Context: an optimization exercise on an open-source flow, tuned for small area. The choices shown serve that exercise and are no tape-out recipe. Where RTL was checked, it was by simulation tests only, not by an equivalence proof against the original. No functional check of the RTL was part of runs 2 to 4.

==> flow/design.v, too long to show whole: its modules and the start of the top module <==
// module fpu_fa: 4 lines
// module fpu_ha: 4 lines
// module fpu_unpack: 29 lines
// module fpu_compute: 1302 lines
// module fpu_normalize: 20 lines
// module fpu_top: 50 lines
module fpu_top(
    input clk,
    input [31:0] a,
    input [31:0] b,
    input [1:0] op,
    output [31:0] out
    );
  // ...
==> flow/flow/run.sh <==
#!/bin/bash
# Standard ORFS layout with two changes:
#  - synthesis runs flow/synth.tcl: the standard flow's synthesis script, except that the
#    final ABC mapping of the modules outside the multiplier stage uses an
#    area-oriented ABC script (flow/area.abc);
#  - the input and output ports are buffered with sky130_fd_sc_hd__buf_1
#    instead of the delay buffer that buffer_ports picks by default.
# make's full output goes to flow.log (ORFS's per-step logs are in orfs/logs).
bash standard.sh SYNTH_SCRIPT=$PWD/flow/synth.tcl "BUFFER_PORTS_ARGS=-buffer_cell sky130_fd_sc_hd__buf_1" finish > flow.log 2>&1
==> flow/flow/area.abc <==
strash
dch
map -a
topo
stime -c
==> flow/flow/synth.tcl <==
# The standard flow's synthesis script (synth_recipe.tcl), with one change: the final ABC
# mapping of the modules outside the multiplier stage (fpu_compute) uses an
# area-oriented ABC script (area.abc, next to this file) instead of ORFS's
# speed script. Everything else, registers included, is as in synth_recipe.tcl.
proc synth {args} { yosys synth -nofsm -noshare {*}$args }
set my_area_abc [file join [file dirname [file normalize [info script]]] area.abc]
set my_speed_modules {}
set my_area_modules {fpu_compute fpu_top fpu_unpack fpu_normalize fpu_fa fpu_ha}
proc abc {args} {
  set i [lsearch -exact $args -script]
  set area_args [lreplace $args [expr {$i + 1}] [expr {$i + 1}] $::my_area_abc]
  if {[llength $::my_speed_modules]} { yosys abc {*}$args {*}$::my_speed_modules }
  if {[llength $::my_area_modules]} { yosys abc {*}$area_args {*}$::my_area_modules }
}
source $::env(SCRIPTS_DIR)/synth.tcl
# left out here: clear keep_hierarchy, flatten, clean up, hide names made inside functions, write 1_2_yosys.v
==> flow/standard.sh <==
#!/bin/bash
# synth_recipe.tcl (not shown) runs the flow's synth.tcl, then flattens the netlist and writes it again
# the make line also repeats each setting of config.mk as NAME=value (left out here)
make -C /OpenROAD-flow-scripts/flow DESIGN_CONFIG=/design/flow/config.mk WORK_HOME=/design/flow/orfs CLKGATE_MAP_FILE= SYNTH_SCRIPT=/design/flow/synth_recipe.tcl "${@:-finish}"
==> flow/config.mk <==
export PLATFORM = sky130hd
export DESIGN_NAME = fpu_top
export DESIGN_NICKNAME = fpu_top
export VERILOG_FILES = /design/flow/design.v
export SDC_FILE = /design/flow/constraint.sdc
export NUM_CORES = 4
export LEC_CHECK = 0
export CAP_MARGIN = 20
export CORE_MARGIN = 2
export CORE_UTILIZATION = 40
export SLEW_MARGIN = 20
export SYNTH_HIERARCHICAL = 1
export SYNTH_MINIMUM_KEEP_SIZE = 0
==> flow/constraint.sdc <==
create_clock -name core_clock -period 7.5 [get_ports {clk}]
set_input_delay 1.5000 -clock core_clock [delete_from_list [all_inputs] [get_ports {clk}]]
set_output_delay 1.5000 -clock core_clock [all_outputs]
set_load 0.01 [all_outputs]
==> flow_summary_export.csv, run 1 <==
group,metric,value,unit
cells_and_area,seq-cell-share,16.8,%
clocking,cts_made_buffers,17,
critical_path,path_class,"register to register",
critical_path,crit_path_end_kind,"register",
detailed_routing,vias,17100,
critical_path,crit_family,"adder cells",
global_route,grtUsageMet1,32.6,%
logic_synthesis,synth_adder_area_share,36.3,%
critical_path,critPathMaxStageDelay,530,ps
clocking,htree_levels,4,
cells_and_area,multi_input_cells,1747,
critical_path,r2r_cells,24,
placement,place_ws,201,ps
critical_path,crit_start,"f2_S1[9]$_DFF_P_",
cells_and_area,clock_buffers,17,
logic_synthesis,synth_largest_area_cell,"fa_1",
clocking,cts_hold_buf,0,
clocking,cts-resized-gates,0,
sta,setup_ws,508,ps
sta,slew_viol_final,0,
global_route,first_global_vias,17400,
cells_and_area,multiInputGateArea,15600,µm²
detailed_routing,met1Wirelength,27800,µm
critical_path,cpMostUsedCell,"fa_1",
cells_and_area,drive_gt1_share,7.92,%
cells_and_area,dominant_cells,"multi-input gates",
logic_synthesis,synth-simple-area-share,7.28,%
cells_and_area,nNonClkInverters,231,
placement,dpl.cell_count,3064,
sta,clock.fmax,143,MHz
status,status,"complete, no violations",
detailed_routing,wl_per_cell,21.0,µm
critical_path,rrSetupSlack,510,ps
logic_synthesis,yosys.cell_count.top_type,"xor2_1",
==> inputs of run 2 (changes only) <==
--- a/flow/design.v
+++ b/flow/design.v
@@ -1040,311 +1040,317 @@
     wire w26 = R[23] | A[22];
     wire fs273, fc273;
     fpu_fa fa273 (.a(pp11_24), .b(w25), .c(fc270), .s(fs273), .co(fc273));
     wire hs34, hc34;
     fpu_ha ha34 (.a(fc271), .b(fs273), .s(hs34), .co(hc34));
     wire w27 = R[24] ^ A[23];
     wire w28 = w26 ^ w27;
     wire w29 = w28 ^ fc273;
-    wire w30 = neg0 & pp0_0;
-    wire w31 = neg0 | pp0_0;
-    wire w32 = pp1_0 & hs1;
-    wire w33 = pp1_0 | hs1;
-    wire w34 = hc1 & hs2;
-    wire w35 = hc1 | hs2;
-    wire w36 = fs1 & hs3;
-    wire w37 = fs1 | hs3;
-    wire w38 = fs2 & hs4;
-    wire w39 = fs2 | hs4;
-    wire w40 = fs4 & hs5;
-    wire w41 = fs4 | hs5;
-    wire w42 = fs6 & hs6;
-    wire w43 = fs6 | hs6;
-    wire w44 = hc6 & hs7;
-    wire w45 = hc6 | hs7;
-    wire w46 = fs12 & hs8;
-    wire w47 = fs12 | hs8;
-    wire w48 = fs16 & hs9;
-    wire w49 = fs16 | hs9;
-    wire w50 = hc9 & hs10;
-    wire w51 = hc9 | hs10;
-    wire w52 = hc10 & hs11;
-    wire w53 = hc10 | hs11;
-    wire w54 = fs30 & hs12;
-    wire w55 = fs30 | hs12;
-    wire w56 = hc12 & hs13;
-    wire w57 = hc12 | hs13;
-    wire w58 = hc13 & hs14;
-    wire w59 = hc13 | hs14;
-    wire w60 = hc14 & hs15;
-    wire w61 = hc14 | hs15;
-    wire w62 = hc15 & hs16;
-    wire w63 = hc15 | hs16;
-    wire w64 = hc16 & hs17;
-    wire w65 = hc16 | hs17;
-    wire w66 = fs72 & hs18;
-    wire w67 = fs72 | hs18;
-    wire w68 = hc18 & hs19;
-    wire w69 = hc18 | hs19;
-    wire w70 = hc19 & hs20;
-    wire w71 = hc19 | hs20;
-    wire w72 = hc20 & hs21;
-    wire w73 = hc20 | hs21;
-    wire w74 = 1'b0 | (pp0_1 & w30);
-    wire w75 = pp0_1 & w31;
-    wire w76 = w32 | (w33 & w74);
-    wire w77 = w33 & w75;
-    wire w78 = w34 | (w35 & w76);
-    wire w79 = w35 & w77;
-    wire w80 = w36 | (w37 & w78);
-    wire w81 = w37 & w79;
-    wire w82 = w38 | (w39 & w80);
-    wire w83 = w39 & w81;
-    wire w84 = w40 | (w41 & w82);
-    wire w85 = w41 & w83;
-    wire w86 = w44 | (w45 & w42);
-    wire w87 = w45 & w43;
-    wire w88 = w86 | (w87 & w84);
-    wire w89 = w87 & w85;
-    wire w90 = w46 | (w47 & w88);
-    wire w91 = w47 & w89;
-    wire w92 = w50 | (w51 & w48);
-    wire w93 = w51 & w49;
-    wire w94 = w92 | (w93 & w90);
-    wire w95 = w93 & w91;
-    wire w96 = w54 | (w55 & w52);
-    wire w97 = w55 & w53;
-    wire w98 = w96 | (w97 & w94);
-    wire w99 = w97 & w95;
-    wire w100 = w58 | (w59 & w56);
-    wire w101 = w59 & w57;
-    wire w102 = w62 | (w63 & w60);
-    wire w103 = w63 & w61;
-    wire w104 = w100 | (w101 & w98);
-    wire w105 = w101 & w99;
-    wire w106 = w64 | (w65 & w102);
-    wire w107 = w65 & w103;
-    wire w108 = w106 | (w107 & w104);
-    wire w109 = w107 & w105;
-    wire w110 = w68 | (w69 & w66);
-    wire w111 = w69 & w67;
-    wire w112 = w72 | (w73 & w70);
-    wire w113 = w73 & w71;
-    wire w114 = w110 | (w111 & w108);
-    wire w115 = w111 & w109;
-    wire w116 = w112 | (w113 & w114);
-    wire w117 = w113 & w115;
-    wire hs35, hc35;
-    fpu_ha ha35 (.a(hc21), .b(fs110), .s(hs35), .co(hc35));
-    wire hs36, hc36;
-    fpu_ha ha36 (.a(fc110), .b(hs22), .s(hs36), .co(hc36));
-    wire hs37, hc37;
-    fpu_ha ha37 (.a(hc22), .b(hs23), .s(hs37), .co(hc37));
-    wire hs38, hc38;
-    fpu_ha ha38 (.a(hc23), .b(hs24), .s(hs38), .co(hc38));
-    wire hs39, hc39;
-    fpu_ha ha39 (.a(hc24), .b(fs155), .s(hs39), .co(hc39));
-    wire hs40, hc40;
-    fpu_ha ha40 (.a(hs25), .b(fc155), .s(hs40), .co(hc40));
-    wire hs41, hc41;
-    fpu_ha ha41 (.a(hc25), .b(fs176), .s(hs41), .co(hc41));
-    wire hs42, hc42;
-    fpu_ha ha42 (.a(hs26), .b(fc176), .s(hs42), .co(hc42));
-    wire hs43, hc43;
-    fpu_ha ha43 (.a(hc26), .b(fs195), .s(hs43), .co(hc43));
-    wire hs44, hc44;
-    fpu_ha ha44 (.a(hs27), .b(fc195), .s(hs44), .co(hc44));
-    wire hs45, hc45;
-    fpu_ha ha45 (.a(hc27), .b(fs212), .s(hs45), .co(hc45));
-    wire hs46, hc46;
-    fpu_ha ha46 (.a(hs28), .b(fc212), .s(hs46), .co(hc46));
-    wire hs47, hc47;
-    fpu_ha ha47 (.a(hc28), .b(fs227), .s(hs47), .co(hc47));
-    wire hs48, hc48;
-    fpu_ha ha48 (.a(hs29), .b(fc227), .s(hs48), .co(hc48));
-    wire hs49, hc49;
-    fpu_ha ha49 (.a(hc29), .b(fs240), .s(hs49), .co(hc49));
-    wire hs50, hc50;
-    fpu_ha ha50 (.a(hs30), .b(fc240), .s(hs50), .co(hc50));
-    wire hs51, hc51;
-    fpu_ha ha51 (.a(hc30), .b(fs251), .s(hs51), .co(hc51));
-    wire hs52, hc52;
-    fpu_ha ha52 (.a(hs31), .b(fc251), .s(hs52), .co(hc52));
-    wire hs53, hc53;
-    fpu_ha ha53 (.a(hc31), .b(fs260), .s(hs53), .co(hc53));
-    wire hs54, hc54;
-    fpu_ha ha54 (.a(hs32), .b(fc260), .s(hs54), .co(hc54));
-    wire hs55, hc55;
-    fpu_ha ha55 (.a(hc32), .b(fs267), .s(hs55), .co(hc55));
-    wire hs56, hc56;
-    fpu_ha ha56 (.a(hs33), .b(fc267), .s(hs56), .co(hc56));
-    wire hs57, hc57;
-    fpu_ha ha57 (.a(hc33), .b(fs272), .s(hs57), .co(hc57));
-    wire hs58, hc58;
-    fpu_ha ha58 (.a(hs34), .b(fc272), .s(hs58), .co(hc58));
-    wire hs59, hc59;
-    fpu_ha ha59 (.a(hc34), .b(w29), .s(hs59), .co(hc59));
-    wire w118 = hc36 | (hs36 & hc35);
-    wire w119 = hs36 & hs35;
-    wire w120 = hc38 | (hs38 & hc37);
-    wire w121 = hs38 & hs37;
-    wire w122 = hc40 | (hs40 & hc39);
-    wire w123 = hs40 & hs39;
-    wire w124 = hc42 | (hs42 & hc41);
-    wire w125 = hs42 & hs41;
-    wire w126 = hc44 | (hs44 & hc43);
-    wire w127 = hs44 & hs43;
-    wire w128 = hc46 | (hs46 & hc45);
-    wire w129 = hs46 & hs45;
-    wire w130 = hc48 | (hs48 & hc47);
-    wire w131 = hs48 & hs47;
-    wire w132 = hc50 | (hs50 & hc49);
-    wire w133 = hs50 & hs49;
-    wire w134 = hc52 | (hs52 & hc51);
-    wire w135 = hs52 & hs51;
-    wire w136 = hc54 | (hs54 & hc53);
-    wire w137 = hs54 & hs53;
-    wire w138 = hc56 | (hs56 & hc55);
-    wire w139 = hs56 & hs55;
-    wire w140 = hc58 | (hs58 & hc57);
-    wire w141 = hs58 & hs57;
-    wire w142 = hc37 | (hs37 & w118);
-    wire w143 = hs37 & w119;
-    wire w144 = w120 | (w121 & w118);
-    wire w145 = w121 & w119;
-    wire w146 = hc41 | (hs41 & w122);
-    wire w147 = hs41 & w123;
-    wire w148 = w124 | (w125 & w122);
-    wire w149 = w125 & w123;
-    wire w150 = hc45 | (hs45 & w126);
-    wire w151 = hs45 & w127;
-    wire w152 = w128 | (w129 & w126);
-    wire w153 = w129 & w127;
-    wire w154 = hc49 | (hs49 & w130);
-    wire w155 = hs49 & w131;
-    wire w156 = w132 | (w133 & w130);
-    wire w157 = w133 & w131;
-    wire w158 = hc53 | (hs53 & w134);
-    wire w159 = hs53 & w135;
-    wire w160 = w136 | (w137 & w134);
-    wire w161 = w137 & w135;
-    wire w162 = hc57 | (hs57 & w138);
-    wire w163 = hs57 & w139;
-    wire w164 = w140 | (w141 & w138);
-    wire w165 = w141 & w139;
-    wire w166 = hc39 | (hs39 & w144);
-    wire w167 = hs39 & w145;
-    wire w168 = w122 | (w123 & w144);
-    wire w169 = w123 & w145;
-    wire w170 = w146 | (w147 & w144);
-    wire w171 = w147 & w145;
-    wire w172 = w148 | (w149 & w144);
-    wire w173 = w149 & w145;
-    wire w174 = hc47 | (hs47 & w152);
-    wire w175 = hs47 & w153;
-    wire w176 = w130 | (w131 & w152);
-    wire w177 = w131 & w153;
-    wire w178 = w154 | (w155 & w152);
-    wire w179 = w155 & w153;
-    wire w180 = w156 | (w157 & w152);
-    wire w181 = w157 & w153;
-    wire w182 = hc55 | (hs55 & w160);
-    wire w183 = hs55 & w161;
-    wire w184 = w138 | (w139 & w160);
-    wire w185 = w139 & w161;
-    wire w186 = w162 | (w163 & w160);
-    wire w187 = w163 & w161;
-    wire w188 = w164 | (w165 & w160);
-    wire w189 = w165 & w161;
-    wire w190 = hc43 | (hs43 & w172);
-    wire w191 = hs43 & w173;
-    wire w192 = w126 | (w127 & w172);
-    wire w193 = w127 & w173;
-    wire w194 = w150 | (w151 & w172);
-    wire w195 = w151 & w173;
-    wire w196 = w152 | (w153 & w172);
-    wire w197 = w153 & w173;
-    wire w198 = w174 | (w175 & w172);
-    wire w199 = w175 & w173;
-    wire w200 = w176 | (w177 & w172);
-    wire w201 = w177 & w173;
-    wire w202 = w178 | (w179 & w172);
-    wire w203 = w179 & w173;
-    wire w204 = w180 | (w181 & w172);
-    wire w205 = w181 & w173;
-    wire w206 = hc59 | (hs59 & w188);
-    wire w207 = hs59 & w189;
-    wire w208 = hc51 | (hs51 & w204);
-    wire w209 = hs51 & w205;
-    wire w210 = w134 | (w135 & w204);
-    wire w211 = w135 & w205;
-    wire w212 = w158 | (w159 & w204);
-    wire w213 = w159 & w205;
-    wire w214 = w160 | (w161 & w204);
-    wire w215 = w161 & w205;
-    wire w216 = w182 | (w183 & w204);
-    wire w217 = w183 & w205;
-    wire w218 = w184 | (w185 & w204);
-    wire w219 = w185 & w205;
-    wire w220 = w186 | (w187 & w204);
-    wire w221 = w187 & w205;
-    wire w222 = w188 | (w189 & w204);
-    wire w223 = w189 & w205;
-    wire w224 = w206 | (w207 & w204);
-    wire w225 = w207 & w205;
-    wire w226 = hc35 | (hs35 & w116);
-    wire w227 = w118 | (w119 & w116);
-    wire w228 = w142 | (w143 & w116);
-    wire w229 = w144 | (w145 & w116);
-    wire w230 = w166 | (w167 & w116);
-    wire w231 = w168 | (w169 & w116);
-    wire w232 = w170 | (w171 & w116);
-    wire w233 = w172 | (w173 & w116);
-    wire w234 = w190 | (w191 & w116);
-    wire w235 = w192 | (w193 & w116);
-    wire w236 = w194 | (w195 & w116);
-    wire w237 = w196 | (w197 & w116);
-    wire w238 = w198 | (w199 & w116);
-    wire w239 = w200 | (w201 & w116);
-    wire w240 = w202 | (w203 & w116);
-    wire w241 = w204 | (w205 & w116);
-    wire w242 = w208 | (w209 & w116);
-    wire w243 = w210 | (w211 & w116);
-    wire w244 = w212 | (w213 & w116);
-    wire w245 = w214 | (w215 & w116);
-    wire w246 = w216 | (w217 & w116);
-    wire w247 = w218 | (w219 & w116);
-    wire w248 = w220 | (w221 & w116);
-    wire w249 = w222 | (w223 & w116);
-    assign u[0] = hs35 ^ w116;
-    assign u[1] = hs36 ^ w226;
-    assign u[2] = hs37 ^ w227;
-    assign u[3] = hs38 ^ w228;
-    assign u[4] = hs39 ^ w229;
-    assign u[5] = hs40 ^ w230;
-    assign u[6] = hs41 ^ w231;
-    assign u[7] = hs42 ^ w232;
-    assign u[8] = hs43 ^ w233;
-    assign u[9] = hs44 ^ w234;
-    assign u[10] = hs45 ^ w235;
-    assign u[11] = hs46 ^ w236;
-    assign u[12] = hs47 ^ w237;
-    assign u[13] = hs48 ^ w238;
-    assign u[14] = hs49 ^ w239;
-    assign u[15] = hs50 ^ w240;
-    assign u[16] = hs51 ^ w241;
-    assign u[17] = hs52 ^ w242;
-    assign u[18] = hs53 ^ w243;
-    assign u[19] = hs54 ^ w244;
-    assign u[20] = hs55 ^ w245;
-    assign u[21] = hs56 ^ w246;
-    assign u[22] = hs57 ^ w247;
-    assign u[23] = hs58 ^ w248;
-    assign u[24] = hs59 ^ w249;
+    fpu_cpa cpa (.v({w29, hc34, fc272, hs34, fs272, hc33, fc267, hs33, fs267, hc32, fc260, hs32, fs260, hc31, fc251, hs31, fs251, hc30, fc240, hs30, fs240, hc29, fc227, hs29, fs227, hc28, fc212, hs28, fs212, hc27, fc195, hs27, fs195, hc26, fc176, hs26, fs176, hc25, fc155, hs25, fs155, hc24, hs24, hc23, hs23, hc22, hs22, fc110, fs110, hc21, hs21, hc20, hs20, hc19, hs19, hc18, hs18, fs72, hs17, hc16, hs16, hc15, hs15, hc14, hs14, hc13, hs13, hc12, hs12, fs30, hs11, hc10, hs10, hc9, hs9, fs16, hs8, fs12, hs7, hc6, hs6, fs6, hs5, fs4, hs4, fs2, hs3, fs1, hs2, hc1, hs1, pp1_0, pp0_1, pp0_0, neg0}), .u(u));
+endmodule
+module fpu_cpa(
+    input [94:0] v,
+    output [24:0] u
+    );
+    wire w1 = v[0] & v[1];
+    wire w2 = v[0] | v[1];
+    wire w3 = v[3] & v[4];
+    wire w4 = v[3] | v[4];
+    wire w5 = v[5] & v[6];
+    wire w6 = v[5] | v[6];
+    wire w7 = v[7] & v[8];
+    wire w8 = v[7] | v[8];
+    wire w9 = v[9] & v[10];
+    wire w10 = v[9] | v[10];
+    wire w11 = v[11] & v[12];
+    wire w12 = v[11] | v[12];
+    wire w13 = v[13] & v[14];
+    wire w14 = v[13] | v[14];
+    wire w15 = v[15] & v[16];
+    wire w16 = v[15] | v[16];
+    wire w17 = v[17] & v[18];
+    wire w18 = v[17] | v[18];
+    wire w19 = v[19] & v[20];
+    wire w20 = v[19] | v[20];
+    wire w21 = v[21] & v[22];
+    wire w22 = v[21] | v[22];
+    wire w23 = v[23] & v[24];
+    wire w24 = v[23] | v[24];
+    wire w25 = v[25] & v[26];
+    wire w26 = v[25] | v[26];
+    wire w27 = v[27] & v[28];
+    wire w28 = v[27] | v[28];
+    wire w29 = v[29] & v[30];
+    wire w30 = v[29] | v[30];
+    wire w31 = v[31] & v[32];
+    wire w32 = v[31] | v[32];
+    wire w33 = v[33] & v[34];
+    wire w34 = v[33] | v[34];
+    wire w35 = v[35] & v[36];
+    wire w36 = v[35] | v[36];
+    wire w37 = v[37] & v[38];
+    wire w38 = v[37] | v[38];
+    wire w39 = v[39] & v[40];
+    wire w40 = v[39] | v[40];
+    wire w41 = v[41] & v[42];
+    wire w42 = v[41] | v[42];
+    wire w43 = v[43] & v[44];
+    wire w44 = v[43] | v[44];
+    wire w45 = 1'b0 | (v[2] & w1);
+    wire w46 = v[2] & w2;
+    wire w47 = w3 | (w4 & w45);
+    wire w48 = w4 & w46;
+    wire w49 = w5 | (w6 & w47);
+    wire w50 = w6 & w48;
+    wire w51 = w7 | (w8 & w49);
+    wire w52 = w8 & w50;
+    wire w53 = w9 | (w10 & w51);
+    wire w54 = w10 & w52;
+    wire w55 = w11 | (w12 & w53);
+    wire w56 = w12 & w54;
+    wire w57 = w15 | (w16 & w13);
+    wire w58 = w16 & w14;
+    wire w59 = w57 | (w58 & w55);
+    wire w60 = w58 & w56;
+    wire w61 = w17 | (w18 & w59);
+    wire w62 = w18 & w60;
+    wire w63 = w21 | (w22 & w19);
+    wire w64 = w22 & w20;
+    wire w65 = w63 | (w64 & w61);
+    wire w66 = w64 & w62;
+    wire w67 = w25 | (w26 & w23);
+    wire w68 = w26 & w24;
+    wire w69 = w67 | (w68 & w65);
+    wire w70 = w68 & w66;
+    wire w71 = w29 | (w30 & w27);
+    wire w72 = w30 & w28;
+    wire w73 = w33 | (w34 & w31);
+    wire w74 = w34 & w32;
+    wire w75 = w71 | (w72 & w69);
+    wire w76 = w72 & w70;
+    wire w77 = w35 | (w36 & w73);
+    wire w78 = w36 & w74;
+    wire w79 = w77 | (w78 & w75);
+    wire w80 = w78 & w76;
+    wire w81 = w39 | (w40 & w37);
+    wire w82 = w40 & w38;
+    wire w83 = w43 | (w44 & w41);
+    wire w84 = w44 & w42;
+    wire w85 = w81 | (w82 & w79);
+    wire w86 = w82 & w80;
+    wire w87 = w83 | (w84 & w85);
+    wire w88 = w84 & w86;
+    wire hs1, hc1;
+    fpu_ha ha1 (.a(v[45]), .b(v[46]), .s(hs1), .co(hc1));
+    wire hs2, hc2;
+    fpu_ha ha2 (.a(v[47]), .b(v[48]), .s(hs2), .co(hc2));
+    wire hs3, hc3;
+    fpu_ha ha3 (.a(v[49]), .b(v[50]), .s(hs3), .co(hc3));
+    wire hs4, hc4;
+    fpu_ha ha4 (.a(v[51]), .b(v[52]), .s(hs4), .co(hc4));
+    wire hs5, hc5;
+    fpu_ha ha5 (.a(v[53]), .b(v[54]), .s(hs5), .co(hc5));
+    wire hs6, hc6;
+    fpu_ha ha6 (.a(v[55]), .b(v[56]), .s(hs6), .co(hc6));
+    wire hs7, hc7;
+    fpu_ha ha7 (.a(v[57]), .b(v[58]), .s(hs7), .co(hc7));
+    wire hs8, hc8;
+    fpu_ha ha8 (.a(v[59]), .b(v[60]), .s(hs8), .co(hc8));
+    wire hs9, hc9;
+    fpu_ha ha9 (.a(v[61]), .b(v[62]), .s(hs9), .co(hc9));
+    wire hs10, hc10;
+    fpu_ha ha10 (.a(v[63]), .b(v[64]), .s(hs10), .co(hc10));
+    wire hs11, hc11;
+    fpu_ha ha11 (.a(v[65]), .b(v[66]), .s(hs11), .co(hc11));
+    wire hs12, hc12;
+    fpu_ha ha12 (.a(v[67]), .b(v[68]), .s(hs12), .co(hc12));
+    wire hs13, hc13;
+    fpu_ha ha13 (.a(v[69]), .b(v[70]), .s(hs13), .co(hc13));
+    wire hs14, hc14;
+    fpu_ha ha14 (.a(v[71]), .b(v[72]), .s(hs14), .co(hc14));
+    wire hs15, hc15;
+    fpu_ha ha15 (.a(v[73]), .b(v[74]), .s(hs15), .co(hc15));
+    wire hs16, hc16;
+    fpu_ha ha16 (.a(v[75]), .b(v[76]), .s(hs16), .co(hc16));
+    wire hs17, hc17;
+    fpu_ha ha17 (.a(v[77]), .b(v[78]), .s(hs17), .co(hc17));
+    wire hs18, hc18;
+    fpu_ha ha18 (.a(v[79]), .b(v[80]), .s(hs18), .co(hc18));
+    wire hs19, hc19;
+    fpu_ha ha19 (.a(v[81]), .b(v[82]), .s(hs19), .co(hc19));
+    wire hs20, hc20;
+    fpu_ha ha20 (.a(v[83]), .b(v[84]), .s(hs20), .co(hc20));
+    wire hs21, hc21;
+    fpu_ha ha21 (.a(v[85]), .b(v[86]), .s(hs21), .co(hc21));
+    wire hs22, hc22;
+    fpu_ha ha22 (.a(v[87]), .b(v[88]), .s(hs22), .co(hc22));
+    wire hs23, hc23;
+    fpu_ha ha23 (.a(v[89]), .b(v[90]), .s(hs23), .co(hc23));
+    wire hs24, hc24;
+    fpu_ha ha24 (.a(v[91]), .b(v[92]), .s(hs24), .co(hc24));
+    wire hs25, hc25;
+    fpu_ha ha25 (.a(v[93]), .b(v[94]), .s(hs25), .co(hc25));
+    wire w89 = hc2 | (hs2 & hc1);
+    wire w90 = hs2 & hs1;
+    wire w91 = hc4 | (hs4 & hc3);
+    wire w92 = hs4 & hs3;
+    wire w93 = hc6 | (hs6 & hc5);
+    wire w94 = hs6 & hs5;
+    wire w95 = hc8 | (hs8 & hc7);
+    wire w96 = hs8 & hs7;
+    wire w97 = hc10 | (hs10 & hc9);
+    wire w98 = hs10 & hs9;
+    wire w99 = hc12 | (hs12 & hc11);
+    wire w100 = hs12 & hs11;
+    wire w101 = hc14 | (hs14 & hc13);
+    wire w102 = hs14 & hs13;
+    wire w103 = hc16 | (hs16 & hc15);
+    wire w104 = hs16 & hs15;
+    wire w105 = hc18 | (hs18 & hc17);
+    wire w106 = hs18 & hs17;
+    wire w107 = hc20 | (hs20 & hc19);
+    wire w108 = hs20 & hs19;
+    wire w109 = hc22 | (hs22 & hc21);
+    wire w110 = hs22 & hs21;
+    wire w111 = hc24 | (hs24 & hc23);
+    wire w112 = hs24 & hs23;
+    wire w113 = hc3 | (hs3 & w89);
+    wire w114 = hs3 & w90;
+    wire w115 = w91 | (w92 & w89);
+    wire w116 = w92 & w90;
+    wire w117 = hc7 | (hs7 & w93);
+    wire w118 = hs7 & w94;
+    wire w119 = w95 | (w96 & w93);
+    wire w120 = w96 & w94;
+    wire w121 = hc11 | (hs11 & w97);
+    wire w122 = hs11 & w98;
+    wire w123 = w99 | (w100 & w97);
+    wire w124 = w100 & w98;
+    wire w125 = hc15 | (hs15 & w101);
+    wire w126 = hs15 & w102;
+    wire w127 = w103 | (w104 & w101);
+    wire w128 = w104 & w102;
+    wire w129 = hc19 | (hs19 & w105);
+    wire w130 = hs19 & w106;
+    wire w131 = w107 | (w108 & w105);
+    wire w132 = w108 & w106;
+    wire w133 = hc23 | (hs23 & w109);
+    wire w134 = hs23 & w110;
+    wire w135 = w111 | (w112 & w109);
+    wire w136 = w112 & w110;
+    wire w137 = hc5 | (hs5 & w115);
+    wire w138 = hs5 & w116;
+    wire w139 = w93 | (w94 & w115);
+    wire w140 = w94 & w116;
+    wire w141 = w117 | (w118 & w115);
+    wire w142 = w118 & w116;
+    wire w143 = w119 | (w120 & w115);
+    wire w144 = w120 & w116;
+    wire w145 = hc13 | (hs13 & w123);
+    wire w146 = hs13 & w124;
+    wire w147 = w101 | (w102 & w123);
+    wire w148 = w102 & w124;
+    wire w149 = w125 | (w126 & w123);
+    wire w150 = w126 & w124;
+    wire w151 = w127 | (w128 & w123);
+    wire w152 = w128 & w124;
+    wire w153 = hc21 | (hs21 & w131);
+    wire w154 = hs21 & w132;
+    wire w155 = w109 | (w110 & w131);
+    wire w156 = w110 & w132;
+    wire w157 = w133 | (w134 & w131);
+    wire w158 = w134 & w132;
+    wire w159 = w135 | (w136 & w131);
+    wire w160 = w136 & w132;
+    wire w161 = hc9 | (hs9 & w143);
+    wire w162 = hs9 & w144;
+    wire w163 = w97 | (w98 & w143);
+    wire w164 = w98 & w144;
+    wire w165 = w121 | (w122 & w143);
+    wire w166 = w122 & w144;
+    wire w167 = w123 | (w124 & w143);
+    wire w168 = w124 & w144;
+    wire w169 = w145 | (w146 & w143);
+    wire w170 = w146 & w144;
+    wire w171 = w147 | (w148 & w143);
+    wire w172 = w148 & w144;
+    wire w173 = w149 | (w150 & w143);
+    wire w174 = w150 & w144;
+    wire w175 = w151 | (w152 & w143);
+    wire w176 = w152 & w144;
+    wire w177 = hc25 | (hs25 & w159);
+    wire w178 = hs25 & w160;
+    wire w179 = hc17 | (hs17 & w175);
+    wire w180 = hs17 & w176;
+    wire w181 = w105 | (w106 & w175);
+    wire w182 = w106 & w176;
+    wire w183 = w129 | (w130 & w175);
+    wire w184 = w130 & w176;
+    wire w185 = w131 | (w132 & w175);
+    wire w186 = w132 & w176;
+    wire w187 = w153 | (w154 & w175);
+    wire w188 = w154 & w176;
+    wire w189 = w155 | (w156 & w175);
+    wire w190 = w156 & w176;
+    wire w191 = w157 | (w158 & w175);
+    wire w192 = w158 & w176;
+    wire w193 = w159 | (w160 & w175);
+    wire w194 = w160 & w176;
+    wire w195 = w177 | (w178 & w175);
+    wire w196 = w178 & w176;
+    wire w197 = hc1 | (hs1 & w87);
+    wire w198 = w89 | (w90 & w87);
+    wire w199 = w113 | (w114 & w87);
+    wire w200 = w115 | (w116 & w87);
+    wire w201 = w137 | (w138 & w87);
+    wire w202 = w139 | (w140 & w87);
+    wire w203 = w141 | (w142 & w87);
+    wire w204 = w143 | (w144 & w87);
+    wire w205 = w161 | (w162 & w87);
+    wire w206 = w163 | (w164 & w87);
+    wire w207 = w165 | (w166 & w87);
+    wire w208 = w167 | (w168 & w87);
+    wire w209 = w169 | (w170 & w87);
+    wire w210 = w171 | (w172 & w87);
+    wire w211 = w173 | (w174 & w87);
+    wire w212 = w175 | (w176 & w87);
+    wire w213 = w179 | (w180 & w87);
+    wire w214 = w181 | (w182 & w87);
+    wire w215 = w183 | (w184 & w87);
+    wire w216 = w185 | (w186 & w87);
+    wire w217 = w187 | (w188 & w87);
+    wire w218 = w189 | (w190 & w87);
+    wire w219 = w191 | (w192 & w87);
+    wire w220 = w193 | (w194 & w87);
+    assign u[0] = hs1 ^ w87;
+    assign u[1] = hs2 ^ w197;
+    assign u[2] = hs3 ^ w198;
+    assign u[3] = hs4 ^ w199;
+    assign u[4] = hs5 ^ w200;
+    assign u[5] = hs6 ^ w201;
+    assign u[6] = hs7 ^ w202;
+    assign u[7] = hs8 ^ w203;
+    assign u[8] = hs9 ^ w204;
+    assign u[9] = hs10 ^ w205;
+    assign u[10] = hs11 ^ w206;
+    assign u[11] = hs12 ^ w207;
+    assign u[12] = hs13 ^ w208;
+    assign u[13] = hs14 ^ w209;
+    assign u[14] = hs15 ^ w210;
+    assign u[15] = hs16 ^ w211;
+    assign u[16] = hs17 ^ w212;
+    assign u[17] = hs18 ^ w213;
+    assign u[18] = hs19 ^ w214;
+    assign u[19] = hs20 ^ w215;
+    assign u[20] = hs21 ^ w216;
+    assign u[21] = hs22 ^ w217;
+    assign u[22] = hs23 ^ w218;
+    assign u[23] = hs24 ^ w219;
+    assign u[24] = hs25 ^ w220;
 endmodule
 `timescale 1ns / 1ps
 module fpu_normalize(
     input [24:0] u,
     input sub,
     input [7:0] e,
     output [30:0] res
     );
==> flow/flow/synth.tcl (replaced) <==
# The standard flow's synthesis script (synth_recipe.tcl), with one change: the final ABC
# mapping of the modules outside the multiplier stage (fpu_compute) uses an
# area-oriented ABC script (area.abc, next to this file) instead of ORFS's
# speed script. Everything else, registers included, is as in synth_recipe.tcl.
proc synth {args} { yosys synth -nofsm -noshare {*}$args }
set my_area_abc [file join [file dirname [file normalize [info script]]] area.abc]
set my_speed_modules {fpu_cpa}
set my_area_modules {fpu_compute fpu_top fpu_unpack fpu_normalize fpu_fa fpu_ha}
proc abc {args} {
  set i [lsearch -exact $args -script]
  set area_args [lreplace $args [expr {$i + 1}] [expr {$i + 1}] $::my_area_abc]
  if {[llength $::my_speed_modules]} { yosys abc {*}$args {*}$::my_speed_modules }
  if {[llength $::my_area_modules]} { yosys abc {*}$area_args {*}$::my_area_modules }
}
source $::env(SCRIPTS_DIR)/synth.tcl
# left out here: clear keep_hierarchy, flatten, clean up, hide names made inside functions, write 1_2_yosys.v
==> run 2 against run 1 <==
Net effect:
- global-route usage down 0.95 points
- critical path depth shrank 4
- routed wire length down 2.0%
- cell area shrank 0.21%
- highest routed layer unchanged
- die area grew 1.1%
- worst hold slack better by 4.3 ps
- sequential share of layout area is 0.072 points higher
- maximum frequency is 2.0% lower
==> flow_summary_export.csv, run 2 <==
group,metric,value,unit
logic_synthesis,syn_nets,2671,
floorplan,io-pin-count,99,
cells_and_area,regArea,3890,µm²
critical_path,path_max_fanout,13,
detailed_routing,drt_iter0_markers,1426,
sta,hold_violations,0,
clocking,path_clk_slew,80,ps
clocking,htree_levels,4,
cells_and_area,final_cell_mix,"xor2_1, fa_1, o22ai_1",
cells_and_area,drive_gt1_share,7.28,%
critical_path,crit_path_cell_trace,"clkinv_1 -> ha_1 -> clkinv_1 -> buf_4 -> o22ai_1 -> xor2_1 -> fa_1 -> fa_1 -> fa_1 -> fa_1 -> fa_1 -> fa_1 -> ha_1 -> and3_1 -> and4_4 -> nand2_2 -> or4_4 -> o221ai_4 -> o21ai_2 -> a311o_1",
logic_synthesis,synth_cells,2188,
logic_synthesis,ys_async_sr_fraction,0,%
critical_path,path_class,"register to register",
logic_synthesis,synth_flop_cell,"dfxtp_1",
placement,place.gp.congestion,0.953,
placement,portBuffers,98,
cells_and_area,multiInputGateArea,15900,µm²
sta,hold_slack,325,ps
logic_synthesis,yosysUniqueCellTypes,62,
cells_and_area,area_growth,12.9,%
global_route,grt_max_degree,73,
floorplan,num_rows,82,
logic_synthesis,yosys-top-cells-area,"fa_1, dfxtp_1, xor2_1",
sta,worst_pin_slew,806,ps
status,status,"complete, no violations",
global_route,grt_usage,24.0,%
global_route,overflow,0,
logic_synthesis,synthTopCellsByCount,"xor2_1, fa_1, o22ai_1",
detailed_routing,wl,63600,µm
logic_synthesis,netlist.area_leader.share,26.9,%
logic_synthesis,syn-cell-area,20500,µm²
run,cap_violations,0,
floorplan,die-height,230,µm
cells_and_area,diodes,0,
floorplan,core_area,50400,µm²
sta,slew-limit-headroom,46.3,%
cells_and_area,final_area,23100,µm²
sta,min_period,7130,ps
clocking,cts_made_buffers,17,
critical_path,critPathMaxStageDelay,590,ps
logic_synthesis,yosysWarnings,7,
critical_path,cp_data_arrival_time,7470,ps
detailed_routing,viasPerCell,5.64,
logic_synthesis,yosys.cell_count.top_type,"xor2_1",
sta,clock_skew,12.6,ps
cells_and_area,nets,2886,
critical_path,required,7840,ps
cells_and_area,reg_top3,"r3: 32 flops, r4: 32 flops, r5: 32 flops",
global_route,first_global_vias,17500,
logic_synthesis,seq_area_frac_synth,19.0,%
floorplan,dieArea,53000,µm²
cells_and_area,utilization,45.9,%
clocking,tritoncts,"yes",
clocking,cts-resized-gates,0,
cells_and_area,nFillCells,4876,
global_route,grt_pass1_wl,99200,µm
detailed_routing,drc,0,
clocking,cts_root_buffer,"clkbuf_16",
logic_synthesis,synth_edf_count,0,
sta,setup_tns,0,ps
min_path,holdCritPathClass,"register to register",
global_route,grtUsageMet1,32.9,%
global_route,busiest_layer,"met2",
clocking,cts_hold_buf,0,
floorplan,initial_core_util,40.7,%
detailed_routing,ant_nets,0,
detailed_routing,vias,17400,
cells_and_area,mostFrequentLayoutCell,"xor2_1",
logic_synthesis,ys_ff_latch,194,
sta,setup_viol,0,
global_route,grtUsageMet2,38.0,%
detailed_routing,drtPass1Iterations,6,
critical_path,crit_path_end_kind,"register",
global_route,antenna_found_initial,1,
logic_synthesis,syn_area_per_cell,9.36,µm²
critical_path,critPathSlowestCell,"clkinv_1",
global_route,met3_usage,4.60,%
placement,place_area,22500,µm²
sta,slew_viol_final,0,
clocking,clk_latency,450,ps
sta,clock.fmax,140,MHz
critical_path,cpMostUsedCell,"fa_1",
clocking,cts_setup_buffers,0,
sta,finalCritPeriodShare,95.1,%
detailed_routing,wl_per_cell,20.6,µm
floorplan,die_w,230,µm
sta,grt_setup_unrepaired,"false",
logic_synthesis,synth_largest_area_cell,"fa_1",
clocking,clock-sinks,194,
placement,dp_hpwl,48700,µm
clocking,cts_buffer_depth,2,
critical_path,startpoint_type,"register",
## run 2: cell count changes after synthesis, sizes merged, moves of 4 or more
cell / delta
a21o: +5
o211ai: +5
a31oi: +4
ha: -7
clkinv: -42
inv: +7
nand2: +15
xor2: -5
xnor2: +8
o22ai: +4
nor2: -8
## run 2: cell families (layout without fill, tap and decap cells)
group / count (synthesis) / count (layout) / synth area share (%)
AO/OA/AOI/OAI: 628 / 628 / 18.5
XOR/XNOR: 342 / 342 / 14.6
adder cells (fa/ha/maj): 417 / 417 / 35.5
buffers and inverters: 198 / 426 / 3.63
flip-flops: 194 / 194 / 19.0
multiplexers: 16 / 16 / 0.782
AND/OR/NAND/NOR: 393 / 393 / 7.99
## run 2: per-stage QoR
stage	instances	worst slack [ps]
after floorplan	2188	21.4
after global placement	3056	461
after detailed placement	3056	307
after CTS	3088	237
after global routing	3088	5.35
final	3088	367
## run 2: cell type report
type | count | share of cell area, %
multi-input cells | 1796 | 68.8
flip-flops and latches | 194 | 16.8
repair buffers | 198 | 4.89
well taps | 672 | 3.64
inverters | 196 | 3.18
clock buffers | 17 | 1.84
clock inverters | 15 | 0.844
## run 2: per-layer routing
layer	share of wire [%]	wire length [µm]
met5	0	0
met4	3.1	1990
met3	8.2	5200
met2	45	28500
met1	44	27900
## run 2: Yosys stat by module, one instance, submodules excluded
module | copies in the design | flip-flops and latches
fpu_compute | 1 | 0
fpu_cpa | 1 | 0
fpu_fa | 273 | 0
fpu_ha | 59 | 0
fpu_normalize | 1 | 0
fpu_top | 1 | 194
fpu_unpack | 1 | 0
## run 2: worst paths after layout
| path | startpoint | to | slack, ps | depth (start not counted) |
|---|---|---|---|---|
| worst max-delay path | f2_S1[11]$_DFF_P_ | u_S2[21]$_DFF_P_ | 370 | 20 |
| worst min-delay path | r3[21]$_DFF_P_ | r4[21]$_DFF_P_ | 320 | 0 |
| worst max register to register | f2_S1[11]$_DFF_P_ | u_S2[21]$_DFF_P_ | 370 | 20 |
| worst min register to register | r3[21]$_DFF_P_ | r4[21]$_DFF_P_ | 320 | 0 |
## run 2: critical path, delay by kind of cell (launching register included)
kind                       cells  cell delay [ps]
adders and majority gates      8             3410
xor gates and xnor gates       1              120
and+or+nand+nor                4             1050
buffers and inverters          3             1160
AOI/OAI and AO/OA              4              960
DFF                            1              330
==> inputs of run 3 (changes only) <==
--- a/flow/config.mk
+++ b/flow/config.mk
@@ -8,6 +8,7 @@
 export CAP_MARGIN = 20
 export CORE_MARGIN = 2
 export CORE_UTILIZATION = 40
+export GPL_TIMING_DRIVEN = 0
 export SLEW_MARGIN = 20
 export SYNTH_HIERARCHICAL = 1
 export SYNTH_MINIMUM_KEEP_SIZE = 0
==> run 3 against run 2 <==
Net effect:
- global-route usage shrank 0.38 points
- core utilization is 0.84 points higher
- register-to-register slack got worse by 20 ps
- flip-flop and latch count is the same
- die area stayed put
- maximum frequency decreased by 0.27%
- non-clock buffer count shrank 45
- setup slack got worse by 19 ps
- cell area rose by 1.8%
- via count increased by 1.6%
- largest cell class unchanged
==> flow_summary_export.csv, run 3 <==
group,metric,value,unit
global_route,grtUsageMet1,31.1,%
detailed_routing,ant_nets,0,
cells_and_area,mostFrequentLayoutCell,"xor2_1",
sta,hold_slack,325,ps
critical_path,startpoint_type,"register",
global_route,grt_usage,23.7,%
cells_and_area,area_growth,15.0,%
sta,slew-limit-headroom,28.1,%
critical_path,rrSetupSlack,350,ps
clocking,cts_root_buffer,"clkbuf_16",
global_route,antenna_found_initial,0,
logic_synthesis,seq_area_frac_synth,19.0,%
global_route,first_global_vias,17800,
critical_path,r2r-start,"is_mul_S1$_DFF_P_",
logic_synthesis,syn-cell-area,20500,µm²
sta,hold_violations,0,
logic_synthesis,synth_cells,2188,
logic_synthesis,synth_largest_area_cell,"fa_1",
logic_synthesis,yosys-top-cells-area,"fa_1, dfxtp_1, xor2_1",
global_route,overflow,0,
clocking,clk_latency,460,ps
sta,clock.fmax,140,MHz
floorplan,die_w,230,µm
sta,min_period,7150,ps
global_route,grtUsageMet2,36.7,%
logic_synthesis,synthTopCellsByCount,"xor2_1, fa_1, o22ai_1",
cells_and_area,multiInputGateArea,16100,µm²
detailed_routing,drt_iter0_markers,1615,
logic_synthesis,yosys.cell_count.top_type,"xor2_1",
placement,place_ws,-2110,ps
detailed_routing,vias,17700,
critical_path,r2r_cells,20,
detailed_routing,drtPass1Iterations,7,
logic_synthesis,ys_async_sr_fraction,0,%
logic_synthesis,yosysWarnings,7,
logic_synthesis,syn_area_per_cell,9.36,µm²
clocking,cts_made_buffers,17,
critical_path,worst_r2r_endpoint,"u_S2[21]$_DFF_P_",
cells_and_area,final_cell_mix,"xor2_1, fa_1, o22ai_1",
run,cap_violations,0,
critical_path,crit_path_end_kind,"register",
logic_synthesis,synth_flop_cell,"dfxtp_1",
min_path,hold-path-cell-count,0,
sta,finalCritPeriodShare,95.4,%
clocking,tritoncts,"yes",
clocking,clock-sinks,194,
floorplan,die-height,230,µm
detailed_routing,viasPerCell,5.79,
placement,portBuffers,98,
clocking,htree_levels,4,
sta,worst_pin_slew,1070,ps
cells_and_area,reg_top3,"r3: 32 flops, r4: 32 flops, r5: 32 flops",
logic_synthesis,synth_edf_count,0,
floorplan,core_area,50400,µm²
sta,clock_skew,13.2,ps
floorplan,initial_core_util,40.7,%
detailed_routing,drc,0,
logic_synthesis,yosysUniqueCellTypes,62,
sta,setup_viol,0,
logic_synthesis,netlist.area_leader.share,26.9,%
critical_path,required,7850,ps
critical_path,path_max_fanout,23,
clocking,path_clk_slew,80,ps
min_path,worstHoldStart,"s_S1$_DFF_P_",
global_route,met3_usage,5.49,%
floorplan,num_rows,82,
global_route,grt_max_degree,73,
sta,setup_tns,0,ps
placement,place.gp.congestion,0.895,
logic_synthesis,ys_ff_latch,194,
global_route,grt_pass1_wl,98500,µm
cells_and_area,nets,2855,
global_route,busiest_layer,"met2",
cells_and_area,drive_gt1_share,8.30,%
floorplan,dieArea,53000,µm²
logic_synthesis,syn_nets,2671,
cells_and_area,nFillCells,4836,
min_path,hold_path_end,"s_S2$_DFF_P_",
cells_and_area,regArea,3930,µm²
status,status,"complete, no violations",
detailed_routing,wl_per_cell,20.9,µm
critical_path,cp_data_arrival_time,7510,ps
min_path,holdCritPathClass,"register to register",
detailed_routing,wl,64000,µm
clocking,cts_buffer_depth,2,
cells_and_area,diodes,0,
sta,setup_ws,347,ps
critical_path,path_class,"register to register",
sta,slew_viol_final,0,
floorplan,io-pin-count,99,
placement,dp_hpwl,45200,µm
[run 3: cell types whose count changed in the layout (fill, tap and decap cells not counted), sizes merged, moves of 2 or more]
cell and delta:
inv +5, clkinvlp +4, clkbuf +3, buf -48, nor2 +2
[run 3: layout make-up]
class                   count  share of cell area (%)
clock inverters            15                   0.935
well taps                 672                    3.57
repair buffers            151                    4.62
multi-input cells        1800                    68.5
flip-flops and latches    194                    16.7
inverters                 196                    3.64
repair inverters           10                   0.191
plain buffers               2                  0.0319
clock buffers              17                    1.81
[run 3: through the flow]
stage | utilization, % | instances | instance area [µm²]
after global placement | 43.2 | 2958 | 21700
after floorplan | - | 2188 | 20500
after CTS | 46.1 | 3035 | 23200
final | 46.8 | 3057 | 23600
after detailed placement | 44.0 | 2973 | 22100
after global routing | 46.8 | 3057 | 23600
[run 3: logic make-up after synthesis]
kind of cell	share of synthesized area, %
buffers and inverters	3.63
adders and majority gates	35.5
muxes	0.782
and+or+nand+nor	7.99
DFF	19.0
xor gates and xnor gates	14.6
AOI/OAI and AO/OA	18.5
[run 3: how the worst max path moves through the flow]
stage | endpoint | cells past startpoint | slack [ps] | from
finish | u_S2[21]$_DFF_P_ | 20 | 350 | is_mul_S1$_DFF_P_
global route | u_S2[24]$_DFF_P_ | 21 | -10 | f2_S1[5]$_DFF_P_
CTS | r3[30]$_DFF_P_ | 26 | 1 | sub_S2$_DFF_P_
detailed placement | u_S2[13]$_DFF_P_ | 21 | -2110 | is_add_S1$_DFF_P_
global placement | u_S2[13]$_DFF_P_ | 19 | -2040 | f2_S1[13]$_DFF_P_
floorplan | u_S2[21]$_DFF_P_ | 19 | 20 | f2_S1[13]$_DFF_P_
[run 3: worst max-delay path: stages, from the launching register on]
cell and delay [ps]:
dfxtp_1 390, clkinv_2 390, o21ai_1 580, clkinv_4 340
o22ai_1 270, xor2_1 210, fa_1 470, fa_1 420
fa_1 470, fa_1 490, fa_1 410, fa_1 420
ha_1 410, a211oi_1 400, o211ai_1 230, nand3_1 130
nand2_1 70, a21oi_2 250, o221ai_4 160, o211a_1 250
a311o_1 270
[run 3: per-module statistics from Yosys (local to each module, per instance)]
module / flops+latches / cells / area [µm²]
fpu_compute: 0 / 849 / 5720
fpu_top: 194 / 194 / 3880
fpu_unpack: 0 / 333 / 1940
fpu_normalize: 0 / 294 / 1570
fpu_cpa: 0 / 186 / 1180
fpu_fa: 0 / 1 / 20.0
fpu_ha: 0 / 1 / 12.5
[run 3: per-layer routing]
layer  share of wire, %  vias up
met5                  0        -
met4                5.1        0
met3                9.5      205
met2                 44      946
met1                 42     8495
li1                   -     8060
[run 3: what timing repair did]
| action | CTS | global route |
|---|---|---|
| setup endpoints to repair | 33 | 21 |
| gates resized for setup | 102 | 15 |
| hold buffers | 0 | 0 |
| buffers inserted | 21 | 17 |
| pin swaps | 0 | 3 |
| gates cloned | 9 | 5 |
| hold endpoints to repair | 0 | 0 |
==> inputs of run 4 (changes only) <==
==> flow/config.mk (replaced) <==
export PLATFORM = sky130hd
export DESIGN_NAME = fpu_top
export DESIGN_NICKNAME = fpu_top
export VERILOG_FILES = /design/flow/design.v
export SDC_FILE = /design/flow/constraint.sdc
export NUM_CORES = 4
export LEC_CHECK = 0
export CAP_MARGIN = 0
export CORE_MARGIN = 2
export CORE_UTILIZATION = 40
export SLEW_MARGIN = 0
export SYNTH_HIERARCHICAL = 1
export SYNTH_MINIMUM_KEEP_SIZE = 0
==> run 4 against run 3 <==
Net effect:
- clock skew is 0.57 ps lower
- sequential share of layout area is 0.17 points higher
- via count is 1.6% lower
- critical path type unchanged
- flip-flop and latch count stayed put
- die area stayed put
- first-iteration DRC count is 12% lower
- still clean
- area after synthesis stayed put
- critical path depth stayed put
- cell area is 1.8% lower
- core utilization is 0.85 points lower
==> flow_summary_export.csv, run 4 <==
group,metric,value,unit
detailed_routing,vias,17400,
clocking,clock-sinks,194,
sta,clock.fmax,140,MHz
min_path,hold_path_end,"r4[21]$_DFF_P_",
placement,portBuffers,98,
cells_and_area,mostFrequentLayoutCell,"xor2_1",
critical_path,r2r_cells,20,
placement,place.gp.congestion,0.953,
critical_path,path_class,"register to register",
global_route,busiest_layer,"met2",
global_route,grt_max_degree,73,
sta,setup_tns,0,ps
sta,grt_setup_unrepaired,"false",
clocking,cts_hold_buf,0,
cells_and_area,diodes,0,
cells_and_area,area_growth,12.9,%
run,cap_violations,0,
global_route,met3_usage,4.60,%
floorplan,initial_core_util,40.7,%
floorplan,dieArea,53000,µm²
detailed_routing,viasPerCell,5.64,
floorplan,io-pin-count,99,
logic_synthesis,yosysUniqueCellTypes,62,
status,status,"complete, no violations",
logic_synthesis,syn-cell-area,20500,µm²
global_route,grt_usage,24.0,%
clocking,cts_buffer_depth,2,
critical_path,required,7840,ps
logic_synthesis,synth_largest_area_cell,"fa_1",
critical_path,startpoint_type,"register",
placement,place_ws,307,ps
critical_path,cpMostUsedCell,"fa_1",
global_route,grtUsageMet2,38.0,%
logic_synthesis,ys_async_sr_fraction,0,%
min_path,hold-path-cell-count,0,
logic_synthesis,synth_flop_cell,"dfxtp_1",
sta,clock_skew,12.6,ps
clocking,htree_levels,4,
critical_path,r2r-start,"f2_S1[11]$_DFF_P_",
floorplan,die-height,230,µm
detailed_routing,ant_nets,0,
placement,dp_hpwl,48700,µm
critical_path,cp_data_arrival_time,7460,ps
logic_synthesis,netlist.area_leader.share,26.9,%
detailed_routing,drtPass1Iterations,6,
global_route,first_global_vias,17500,
global_route,grtUsageMet1,32.9,%
logic_synthesis,syn_area_per_cell,9.36,µm²
min_path,holdCritPathClass,"register to register",
sta,worst_pin_slew,1130,ps
clocking,clk_latency,450,ps
sta,slew-limit-headroom,24.7,%
critical_path,rrSetupSlack,380,ps
sta,min_period,7120,ps
critical_path,worst_r2r_endpoint,"u_S2[21]$_DFF_P_",
logic_synthesis,yosys-top-cells-area,"fa_1, dfxtp_1, xor2_1",
sta,setup_ws,380,ps
cells_and_area,drive_gt1_share,7.24,%
logic_synthesis,seq_area_frac_synth,19.0,%
logic_synthesis,synthTopCellsByCount,"xor2_1, fa_1, o22ai_1",
detailed_routing,wl_per_cell,20.6,µm
critical_path,crit_path_cell_trace,"clkinv_1 -> ha_1 -> clkinv_1 -> buf_4 -> o22ai_1 -> xor2_1 -> fa_1 -> fa_1 -> fa_1 -> fa_1 -> fa_1 -> fa_1 -> ha_1 -> and3_1 -> and4_4 -> nand2_2 -> or4_4 -> o221ai_4 -> o21ai_2 -> a311o_1",
cells_and_area,final_cell_mix,"xor2_1, fa_1, o22ai_1",
floorplan,core_area,50400,µm²
logic_synthesis,syn_nets,2671,
logic_synthesis,synth_edf_count,0,
detailed_routing,drt_iter0_markers,1418,
critical_path,critPathMaxStageDelay,590,ps
critical_path,critPathSlowestCell,"clkinv_1",
sta,finalCritPeriodShare,94.9,%
sta,hold_violations,0,
logic_synthesis,ys_ff_latch,194,
floorplan,die_w,230,µm
clocking,cts_made_buffers,17,
clocking,path_clk_slew,80,ps
detailed_routing,wl,63700,µm
sta,setup_viol,0,
critical_path,crit_family,"adder cells",
critical_path,crit_path_end_kind,"register",
global_route,overflow,0,
logic_synthesis,yosys.cell_count.top_type,"xor2_1",
critical_path,path_max_fanout,13,
clocking,cts_root_buffer,"clkbuf_16",
critical_path,critPathBufInv,3,
min_path,worstHoldStart,"r3[21]$_DFF_P_",
global_route,antenna_found_initial,1,
detailed_routing,drc,0,
floorplan,num_rows,82,
logic_synthesis,synth_cells,2188,
global_route,grt_pass1_wl,99200,µm
clocking,tritoncts,"yes",
cells_and_area,nets,2886,
cells_and_area,reg_top3,"r3: 32 flops, r4: 32 flops, r5: 32 flops",
logic_synthesis,yosysWarnings,7,
sta,slew_viol_final,0,
==> run 4: cell families after synthesis <==
logic type | after synthesis | synth area share [%]
adder cells (fa/ha/maj) | 417 | 35.5
AO/OA/AOI/OAI | 628 | 18.5
buffers and inverters | 198 | 3.63
flip-flops | 194 | 19.0
AND/OR/NAND/NOR | 393 | 7.99
multiplexers | 16 | 0.782
XOR/XNOR | 342 | 14.6
==> run 4: worst max path at each step <==
stage / slack, ps / depth (start not counted) / end / from
6_report: 380 / 20 / u_S2[21]$_DFF_P_ / f2_S1[11]$_DFF_P_
5_1_grt: 5 / 24 / u_S2[21]$_DFF_P_ / is_add_S1$_DFF_P_
4_1_cts: 240 / 23 / u_S2[21]$_DFF_P_ / is_add_S1$_DFF_P_
3_5_place_dp: 310 / 23 / u_S2[21]$_DFF_P_ / is_add_S1$_DFF_P_
3_3_place_gp: 460 / 23 / u_S2[21]$_DFF_P_ / is_add_S1$_DFF_P_
2_1_floorplan: 20 / 19 / u_S2[21]$_DFF_P_ / f2_S1[13]$_DFF_P_
==> run 4: layer usage <==
metal	share of wire, %	vias up
li1	-	8104
met1	44	8388
met2	45	810
met3	8.4	119
met4	2.9	0
met5	0	-
==> run 4: per-module statistics from Yosys, one instance, submodules excluded <==
module / copies in the design / cells
fpu_ha: 59 / 1
fpu_top: 1 / 194
fpu_cpa: 1 / 186
fpu_unpack: 1 / 333
fpu_normalize: 1 / 294
fpu_fa: 273 / 1
fpu_compute: 1 / 849
==> run 4: worst reg2reg max path, stage by stage, from the launching register on <==
cell	delay, ps
dfxtp_2	330
clkinv_1	150
ha_1	350
clkinv_1	590
buf_4	430
o22ai_1	210
xor2_1	120
fa_1	500
fa_1	450
fa_1	440
fa_1	470
fa_1	400
fa_1	440
ha_1	350
and3_1	220
and4_4	250
nand2_2	60
or4_4	520
o221ai_4	290
o21ai_2	130
a311o_1	330
==> run 4: cell type report <==
class                           count  area (µm²)
Clock inverter                     15         195
Timing Repair Buffer              198        1130
Multi-Input combinational cell   1796       15900
Tap cell                          672         841
Fill cell                        4876       27200
Sequential cell                   194        3890
Inverter                          196         736
Clock buffer                       17         425
==> run 4: per-stage QoR <==
stage / hold slack, ps / utilization, % / cells / area, µm²
after floorplan: 310 / - / 2188 / 20500
after global placement: 310 / 44.7 / 3056 / 22500
after detailed placement: 312 / 44.7 / 3056 / 22500
after CTS: 327 / 45.9 / 3088 / 23100
after global routing: 329 / 45.9 / 3088 / 23100
final: 324 / 45.9 / 3088 / 23100
==> run 4: timing repair <==
action	4_1_cts	5_1_grt
setup endpoints to repair	0	7
gates resized for setup	0	4
setup buffers	0	0

## afterwards: timing with drivers on the ports
Ports are ideal in the flow. The routed layouts listed here were re-timed in OpenROAD.
Step 1 sets driving cells, clkbuf_16 on the clock port and buf_2 on the other inputs (assumed; they add their load-dependent delay and slew).
Step 2, shift: input delay + t, output delay - t, t = (earliest + latest rising clock arrival at the registers) / 2. This alone moves slack from input paths to output paths.
a / b / c = ideal / step 1 / step 2; a / b = the first two.
| run | t (ns) | setup slack, ns | worst hold slack (ns) | clock arrival spread, ns |
|---|---|---|---|---|
| run 1 | 0.531 | 0.508 / 0.508 / 0.508 | 0.320 / 0.320 / 0.320 | 0.010 / 0.010 |
| run 2 | 0.493 | 0.367 / 0.367 / 0.367 | 0.325 / 0.325 / 0.325 | 0.017 / 0.016 |
| run 3 | 0.506 | 0.347 / 0.347 / 0.347 | 0.325 / 0.325 / 0.325 | 0.019 / 0.019 |
| run 4 | 0.493 | 0.380 / 0.380 / 0.380 | 0.324 / 0.324 / 0.324 | 0.016 / 0.016 |
After both steps every run listed still meets setup and hold.
